This is an optimization exercise on Yosys and OpenROAD, whose aim is small area, a short achievable clock period and few clock cycles per item, not a production implementation.
Function was checked by simulation only, so behaviour that the tests miss may differ from the original.
Power is estimated from default activity; no workload was simulated.

==> flow/design.v, too long to show whole: its modules and the start of the top module <==
// module matrix_multiply_10x10_pipelined: 891 lines
// module mm10_fa: 5 lines
// module mm10_ha: 5 lines
// module mm10_han: 5 lines
// module mm10_xor: 3 lines
module matrix_multiply_10x10_pipelined(
    input wire clk,
    input wire reset,
    input wire start,
    input wire [799:0] A,
    input wire [799:0] B,
    output reg [799:0] C,
    output reg done
);
  // ...
==> flow/flow/run.sh <==
#!/bin/bash
set -euo pipefail
bash standard.sh SETUP_SLACK_MARGIN=8.5 finish > standard.log 2>&1
==> flow/standard.sh <==
#!/bin/bash
# synth_recipe.tcl (not shown) runs the flow's synth.tcl, then flattens the netlist and writes it again
# the make line also repeats each setting of config.mk as NAME=value (left out here)
make -C /OpenROAD-flow-scripts/flow DESIGN_CONFIG=/design/flow/config.mk WORK_HOME=/design/flow/orfs CLKGATE_MAP_FILE= SYNTH_SCRIPT=/design/flow/synth_recipe.tcl "${@:-finish}"
==> flow/config.mk <==
export PLATFORM = sky130hd
export DESIGN_NAME = matrix_multiply_10x10_pipelined
export DESIGN_NICKNAME = matrix_multiply_10x10_pipelined
export VERILOG_FILES = /design/flow/design.v
export SDC_FILE = /design/flow/constraint.sdc
export NUM_CORES = 4
export LEC_CHECK = 0
export CAP_MARGIN = 20
export CORE_AREA = 10 10 490 490
export DIE_AREA = 0 0 500 500
export SLEW_MARGIN = 20
export SYNTH_HIERARCHICAL = 1
==> flow/constraint.sdc <==
create_clock -name core_clock -period 12.0 [get_ports {clk}]
set_input_delay 2.4000 -clock core_clock [delete_from_list [all_inputs] [get_ports {clk}]]
set_output_delay 2.4000 -clock core_clock [all_outputs]
set_load 0.01 [all_outputs]
==> flow_metrics.tcl, run 1 <==
set metrics [dict create \
    outcome "did not finish" \
    lastStage "3_2_place_iop" \
    tool.error "[ERROR PPL-0024] Number of IO pins (2404) exceeds maximum number of available positions (1812). Increase the die perimeter from 2000.00um to 3269.44um." \
    synth-simple-area-share_pct 12.89 \
    synth_xor_xnor_area_share_pct 11.14 \
    synthTopCellsByCount "nand2_1 (3600), fa_1 (2130), xor2_1 (1390)" \
    synth_area_um2 109300 \
    die_height_um 500 \
    synth_most_common_cell "nand2_1" \
    fp.dieW_um 500 \
    initial_core_util_pct 47.60 \
    yosysWarnings 7 \
    synth_compound_area_share_pct 3.314 \
    syn-instance-count 9647 \
    synthTopCellsByArea "fa_1 (39%), edfxtp_1 (22%), nand2_1 (12%)" \
    ys.flop_type "edfxtp_1" \
    yosysUniqueCellTypes 23 \
    syn_nets 13430 \
    yosysSeqAreaShare_pct 30.38 \
    muxShareOfSynthArea_pct 0.08240 \
    synth.largest_area_cell "fa_1" \
    synth_edf_count 800 \
    async_reset_ff_share_pct 2.478 \
    std_cell_rows 176 \
    synth-seq-cells 1251 \
    yosys.area_share.adder_pct 39.58 \
    synth_top_family_by_area "adder cells" \
    netlist.area_leader.share_pct 39.00 \
    synth.avg_cell_area_um2 11.33 \
]
Testbench counts, summed over its fixed seeds: cycles 576, items 48.
==> run 2: changes to the inputs <==
--- a/flow/design.v
+++ b/flow/design.v
@@ -7,31 +7,32 @@
     input wire [799:0] B,
     output reg [799:0] C,
     output reg done
 );
     reg  [9:0] sel;       
     reg  [9:0] tag_a;     
     reg  [9:0] tag_r;     
     reg  [79:0] arow;     
+    reg  [799:0] breg;    
     wire [79:0] amux;
     wire [9:0] bv [0:79];
     wire [9:0] pw [0:7];
     wire run = start | ~sel[0];
     genvar r, j, k, p;
     generate
         for (k = 0; k < 10; k = k + 1) begin : kk
             for (p = 0; p < 8; p = p + 1) begin : pp
                 wire [9:0] acol;
                 for (r = 0; r < 10; r = r + 1) begin : rr
                     assign acol[r] = A[8*(10*r + k) + p];
                 end
                 assign amux[8*k + p] = |(acol & sel);
                 for (j = 0; j < 10; j = j + 1) begin : jj
-                    assign bv[8*k + p][j] = B[8*(10*k + j) + p];
+                    assign bv[8*k + p][j] = breg[8*(10*k + j) + p];
                 end
             end
         end
     endgenerate
     always @(posedge clk or posedge reset) begin
         if (reset) begin
             sel <= 10'b1;
             tag_a <= 10'b0;
@@ -45,16 +46,17 @@
             if (start)
                 done <= 1'b0;
             else if (tag_r[9])
                 done <= 1'b1;
         end
     end
     always @(posedge clk) begin
         arow <= amux;
+        breg <= B;
     end
     wire [9:0] n1, n2, n3, n4, n5, n6, n7, n8, n9, n10, n11, n12, n13, n14, n15, n16;
     wire [9:0] n17, n18, n19, n20, n21, n22, n23, n24, n25, n26, n27, n28, n29, n30, n31, n32;
     wire [9:0] n33, n34, n35, n36, n37, n38, n39, n40, n41, n42, n43, n44, n45, n46, n47, n48;
     wire [9:0] n49, n50, n51, n52, n53, n54, n55, n56, n57, n58, n59, n60, n61, n62, n63, n64;
     wire [9:0] n65, n66, n67, n68, n69, n70, n71, n72, n73, n74, n75, n76, n77, n78, n79, n80;
     wire [9:0] n81, n82, n83, n84, n85, n86, n87, n88, n89, n90, n91, n92, n93, n94, n95, n96;
     wire [9:0] n97, n98, n99, n100, n101, n102, n103, n104, n105, n106, n107, n108, n109, n110, n111, n112;
==> flow/config.mk (replaced) <==
export PLATFORM = sky130hd
export DESIGN_NAME = matrix_multiply_10x10_pipelined
export DESIGN_NICKNAME = matrix_multiply_10x10_pipelined
export VERILOG_FILES = /design/flow/design.v
export SDC_FILE = /design/flow/constraint.sdc
export NUM_CORES = 4
export LEC_CHECK = 0
export CAP_MARGIN = 20
export CORE_AREA = 10 10 830 830
export DIE_AREA = 0 0 840 840
export SLEW_MARGIN = 20
export SYNTH_HIERARCHICAL = 1
==> flow_metrics.tcl, run 2 <==
set metrics [dict create \
    holdBufCountCts 0 \
    path_clk_slew_ns 0.06 \
    finalCritPeriodShare_pct 33.09 \
    syn-instance-count 10447 \
    fillCellCount 69509 \
    grt_use_total_pct 27.15 \
    end_kind "output pin" \
    yosysSeqAreaShare_pct 39.27 \
    crit_end "C[406]" \
    antenna_found_initial 561 \
    grt_start_max_net_pins 62 \
    yosysWarnings 7 \
    grt_pass1_wl_um 1225000 \
    fp.dieW_um 840 \
    std_cell_rows 301 \
    crit_path_start_kind "flip-flop" \
    path_max_fanout 1 \
    ant_nets 0 \
    crit_buf_inv 1 \
    critPathKind "reg -> out" \
    synth_edf_count 800 \
    numPortBuffers 2403 \
    slew_viol_final 0 \
    netlist.area_leader.share_pct 34.02 \
    rsz0062_at_grt "yes" \
    die_height_um 840 \
    gr-total-overflow 0 \
    core_um2 671100 \
    slowest_stage "edfxtp_1" \
    required_ns 9.60 \
    setup_ws_ns 8.029 \
    synthTopCellsByCount "nand2_1 (3600), fa_1 (2130), xor2_1 (1390)" \
    gp_congestion 1.005 \
    synth_most_common_cell "nand2_1" \
    timing.rr.start "arow[40]" \
    crit_start "C[406]" \
    cts_tree "done" \
    ioPinCount 2404 \
    synth.avg_cell_area_um2 12.00 \
    cp_top_family "flip-flops" \
    hp-class "reg -> reg" \
    powerDensity_nw_per_um2 92.70 \
    grt_pass1_vias 107146 \
    htreeDepth 5 \
    leakage_nw 57.01 \
    clockRootBuffer "clkbuf_16" \
    finalCriticalPeriod_ns 3.971 \
    clk_latency_ns 1.02 \
    syn_nets 14230 \
    initial_core_util_pct 18.68 \
    rr_endpoint "r_n650[1]" \
    ir_drop_v 0.0001452 \
    arrival_ns 1.57 \
    post-place-ws_ns 6.862 \
    crit_cells 1 \
    holdWs_ns 0.3444 \
    drc 0 \
    nets 17183 \
    worstPathCellList "buf_6" \
    cp_slowest_stage_delay_ns 0.43 \
    place_hpwl_um 718000 \
    dieArea_um2 705600 \
    drtIter0Drc 15317 \
    maxCapViolCount 0 \
    drt-vias-per-instance 4.739 \
    synth-seq-cells 2051 \
    final_cell_mix "nand2_1 (3500), clkdlybuf4s50_1 (1597), fa_1 (1513)" \
    layout_commonest_cell "nand2_1" \
    cts.path.max_buffers 4 \
    ff2ff_setup_slack_ns 8.23 \
    outcome "complete, no violations" \
    skew_ns 0.06791 \
    synth.largest_area_cell "fa_1" \
    yosysUniqueCellTypes 23 \
    reg.largest.list "C: 800 flops, breg: 800 flops, arow: 80 flops" \
    wl_per_cell_um 44.01 \
    slew_headroom_pct 21.14 \
    fin_cells 23080 \
    synthToLayoutAreaGrowth_pct 45.73 \
    hold_violations 0 \
    place_inst 21400 \
    async_reset_ff_share_pct 1.511 \
    setup_viol 0 \
    fmax_mhz 251.8 \
    drt_wl_total_um 1016000 \
    ys.flop_type "dfxtp_1" \
    finalPower_w 0.01693 \
    vias 109370 \
    synthTopCellsByArea "fa_1 (34%), dfxtp_1 (19%), edfxtp_1 (19%)" \
    synth_area_um2 125300 \
    worst-r2r-cell-count 12 \
    post_route_cells_drive_above_1_share_pct 23.63 \
    clock-sinks 2051 \
    dr.pass1.iters 9 \
    numCtsBuffers 262 \
    setup_tns_ns 0 \
    worstMarginPinSlew_ns 1.183 \
]
## run 2: cell count changes after synthesis, sizes merged
cell | before | now
dfxtp | 420 | 1220
## run 2: cell type report
| class | instances | area, um2 | area share, % |
|---|---|---|---|
| diodes | 539 | 1349 | 0.7384 |
| well taps | 8938 | 11180 | 6.122 |
| clock inverters | 137 | 1884 | 1.032 |
| inverters | 131 | 520.5 | 0.2850 |
| multi-input cells | 7673 | 76880 | 42.09 |
| clock buffers | 330 | 7137 | 3.907 |
| flip-flops and latches | 2051 | 49600 | 27.15 |
| repair buffers | 3281 | 34120 | 18.68 |
## run 2: worst min path at each step
stage,to,cells past startpoint,slack (ns),start
2_1_floorplan,tag_r[0],0,0.33,tag_a[0]
3_3_place_gp,tag_r[9],0,0.33,tag_a[9]
3_5_place_dp,tag_r[2],0,0.33,tag_a[2]
4_1_cts,tag_r[0],0,0.35,tag_a[0]
5_1_grt,tag_r[9],0,0.35,tag_a[9]
6_report,tag_r[0],0,0.34,tag_a[0]
## run 2: logic make-up after synthesis
group           count (synthesis)  synth area share, %
xor+xnor                     1390                9.713
buf+inv                       723                2.288
fa+ha+maj                    2180                34.52
flops                        2051                39.27
simple gates                 3694                11.25
compound gates                401                2.891
mux                             8              0.07188
## run 2: repair_timing
item / 4_1_cts / 5_1_grt
setup endpoints to repair: 1230 / 981
buffers inserted: 394 / 173
gates resized for setup: 4150 / 698
cloned: 89 / 17
pin swaps: 351 / 617
## run 2: metrics by stage
stage / instance area (um2) / util [%]
global placement: 160200 / 23.87
CTS: 176100 / 26.24
global route: 182200 / 27.15
floorplan: 125300 / -
detailed placement: 160200 / 23.87
finish: 182700 / 27.22
## run 2: layer usage
metal	part of all wire [%]	vias to the layer above	wire, um	track usage [%]
li1	-	39336	-	-
met1	33	54270	337900	29.20
met2	40	11466	409500	37.93
met3	15	4006	149300	14.62
met4	11	292	115700	24.96
met5	0.32	-	3296	0.4435
## run 2: power breakdown
part / switching, W / internal [W]
clock network: 0.00369 / 0.00476
registers: 0.000451 / 0.00731
logic: 0.000259 / 0.000467
total: 0.00440 / 0.0125
Testbench counts of run 2, summed over its fixed seeds: cycles 576, items 48.
==> run 3: changes to the inputs <==
==> flow/run.sh (new file) <==
#!/bin/bash
# synth_recipe.tcl (not shown) runs the flow's synth.tcl, then flattens the netlist and writes it again
# the make line also repeats each setting of config.mk as NAME=value (left out here)
make -C /OpenROAD-flow-scripts/flow DESIGN_CONFIG=/design/flow/config.mk WORK_HOME=/design/flow/orfs CLKGATE_MAP_FILE= SYNTH_SCRIPT=/design/flow/synth_recipe.tcl finish
removed: flow/flow/run.sh
removed: flow/standard.sh
==> flow_metrics.tcl, run 3 <==
set metrics [dict create \
    setup_tns_ns 0 \
    fp.dieW_um 840 \
    rsz0062_at_grt "no" \
    die_height_um 840 \
    cts_resized 0 \
    synthTopCellsByCount "nand2_1 (3600), fa_1 (2130), xor2_1 (1390)" \
    drtIter0Drc 12596 \
    cts.path.max_buffers 4 \
    slowest_stage "buf_4" \
    dr.pass1.iters 6 \
    p_int_w 0.01254 \
    yosysSeqAreaShare_pct 39.27 \
    finalCritPeriodShare_pct 41.85 \
    cp_top_family "XOR/XNOR gates" \
    failed_checks "antenna rules" \
    syn-instance-count 10447 \
    synth.largest_area_cell "fa_1" \
    hold_violations 0 \
    synth-seq-cells 2051 \
    htreeDepth 5 \
    numPortBuffers 2403 \
    powerDensity_nw_per_um2 98.94 \
    layout_commonest_cell "nand2_1" \
    cp_slowest_stage_delay_ns 0.69 \
    leakage_nw 48.36 \
    slew_viol_final 0 \
    gr-total-overflow 0 \
    synthToLayoutAreaGrowth_pct 35.85 \
    clk_latency_ns 0.98 \
    ioPinCount 2404 \
    netlist.area_leader.share_pct 34.02 \
    drc 0 \
    crit_buf_inv 2 \
    synth_most_common_cell "nand2_1" \
    p_sw_w 0.004308 \
    finalPower_w 0.01685 \
    numCtsBuffers 262 \
    path_max_fanout 32 \
    post_cts_buffers 0 \
    path_clk_slew_ns 0.05 \
    ant_nets 1 \
    synth_edf_count 800 \
    synth_area_um2 125300 \
    slew_headroom_pct 19.23 \
    holdBufCountCts 0 \
    vias 99686 \
    p_sw_share_pct 25.57 \
    fmax_mhz 199.1 \
    std_cell_rows 301 \
    grt_use_total_pct 23.95 \
    grt_pass1_vias 101449 \
    yosysUniqueCellTypes 23 \
    p_seq_share_pct 46.0 \
    synth.avg_cell_area_um2 12.00 \
    grt_pass1_wl_um 1098000 \
    fillCellCount 70546 \
    crit_path_start_kind "flip-flop" \
    yosysWarnings 7 \
    p_clk_share_pct 49.8 \
    critPathKind "reg -> reg" \
    worstPathCellList "buf_4 -> buf_4 -> nand2_1 -> xor2_1 -> xor2_1 -> xor2_1 -> xor2_1 -> xor2_1 -> xor2_1 -> xor2_1 -> xor2_1 -> xor2_1 -> xor2_1 -> xor2_1" \
    drt_wl_total_um 881200 \
    combPwrFrac_pct 4.3 \
    ir_drop_v 0.0001462 \
    clockRootBuffer "clkbuf_16" \
    reg.largest.list "C: 800 flops, breg: 800 flops, arow: 80 flops" \
    outcome "failed layout checks" \
    grt_start_max_net_pins 62 \
    cpMostUsedCell "xor2_1" \
    cts_tree "done" \
    maxCapViolCount 0 \
    skew_ns 0.07435 \
    antenna_found_initial 521 \
    wl_per_cell_um 39.55 \
    gp_congestion 1.005 \
    post_route_cells_drive_above_1_share_pct 6.319 \
    clock-sinks 2051 \
    required_ns 12.87 \
    arrival_ns 5.90 \
    finalCriticalPeriod_ns 5.022 \
    worstMarginPinSlew_ns 1.212 \
    drt-vias-per-instance 4.474 \
    end_kind "flip-flop" \
    ys.flop_type "dfxtp_1" \
    async_reset_ff_share_pct 1.511 \
    synthTopCellsByArea "fa_1 (34%), dfxtp_1 (19%), edfxtp_1 (19%)" \
    syn_nets 14230 \
    dieArea_um2 705600 \
    place_hpwl_um 718000 \
    initial_core_util_pct 18.68 \
    hp-class "reg -> reg" \
    setup_viol 0 \
    core_um2 671100 \
    nets 16510 \
    final_cell_mix "nand2_1 (3600), clkdlybuf4s50_1 (2403), fa_1 (2130)" \
]
run 3: cell counts after synthesis:
No cell type changed its count.
run 3: final cells by class:
type                       count  area [um2]  share of cell area, %
antenna                      411        1028                 0.6040
clock inverter               137        1884                  1.107
tap                         8938       11180                  6.568
timing repair buffer        2608       25690                  15.09
inverter                     131       491.7                 0.2888
multi-input combinational   7673       73320                  43.06
clock buffer                 330        7137                  4.191
sequential                  2051       49540                  29.09
run 3: path summary, 6_finish.rpt:
kind,from,slack (ns),cells past startpoint,end
worst max-delay path,arow[0],6.98,14,r_n885[7]
worst min register to register,tag_a[0],0.34,0,tag_r[0]
min in group asynchronous,reset,1.85,3,sel[1]
max in group asynchronous,reset,9.75,3,tag_r[2]
worst min-delay path,tag_a[0],0.34,0,tag_r[0]
worst max register to register,arow[0],6.98,14,r_n885[7]
run 3: worst reg2reg max path, cell delays in order (launching register included):
cell and delay, ns:
dfxtp_4 0.61, buf_4 0.68, buf_4 0.78, nand2_1 0.17, xor2_1 0.21, xor2_1 0.19, xor2_1 0.34, xor2_1 0.46
xor2_1 0.21, xor2_1 0.20, xor2_1 0.28, xor2_1 0.20, xor2_1 0.21, xor2_1 0.23, xor2_1 0.19
run 3: power by group through the flow:
stage / clock network [W] / logic [W] / registers (W)
floorplan: 0 / 0.0000462 / 0.00757
global placement: 0 / 0.000705 / 0.00787
detailed placement: 0 / 0.000708 / 0.00786
CTS: 0.00861 / 0.000713 / 0.00771
global route: 0.00884 / 0.000726 / 0.00773
finish: 0.00838 / 0.000718 / 0.00775
run 3: metrics by stage:
step / setup slack (ns) / instances / hold WS, ns / instance area [um2] / utilization [%]
2_1_floorplan: 8.677 / 10447 / 0.3312 / 125300 / -
3_5_place_dp: 6.862 / 21400 / 0.3347 / 160200 / 23.87
5_1_grt: 7.004 / 22182 / 0.3486 / 170000 / 25.34
4_1_cts: 7.023 / 21867 / 0.3461 / 169200 / 25.21
3_3_place_gp: 6.856 / 21399 / 0.3319 / 160200 / 23.87
6_report: 6.978 / 22279 / 0.3444 / 170300 / 25.37
run 3: cells by family after synthesis:
group / Yosys count / synth area share, %
adder cells (fa/ha/maj): 2180 / 34.52
buffers and inverters: 723 / 2.288
AND/OR/NAND/NOR: 3694 / 11.25
multiplexers: 8 / 0.07188
XOR/XNOR: 1390 / 9.713
flip-flops: 2051 / 39.27
AO/OA/AOI/OAI: 401 / 2.891
run 3: routing by layer:
metal | global-route usage [%] | part of all wire (%)
met2 | 35.22 | 42
met5 | 0 | 0.20
met3 | 10.19 | 13
met4 | 17.79 | 8.8
met1 | 27.65 | 36

==> port drivers added, routing unchanged <==
No port has a modelled driver above. Below, the same layouts with a new extraction and two added sets of constraints. Step 1 sets driving cells, clkbuf_16 on the clock port and buf_2 on the other inputs (assumed; they add their load-dependent delay and slew). Step 2, shift: input delay + t, output delay - t, t = (earliest + latest rising clock arrival at the registers) / 2. This alone moves slack from input paths to output paths. a / b / c = ideal ports / drivers / drivers and shift; a / b = the first two.
| run | shift t [ns] | setup slack, ns | worst data-port slew with drivers (ns) | cell pins on the clock port's net |
|---|---|---|---|---|
| run 2 | 1.115 | 8.029 / 7.897 / 7.555 | 0.88 | 1 |
| run 3 | 1.071 | 6.978 / 6.978 / 6.978 | 0.82 | 1 |
For run 2, which loses most, drivers alone change the setup slack by -0.132 ns; drivers and shift together by -0.474 ns.
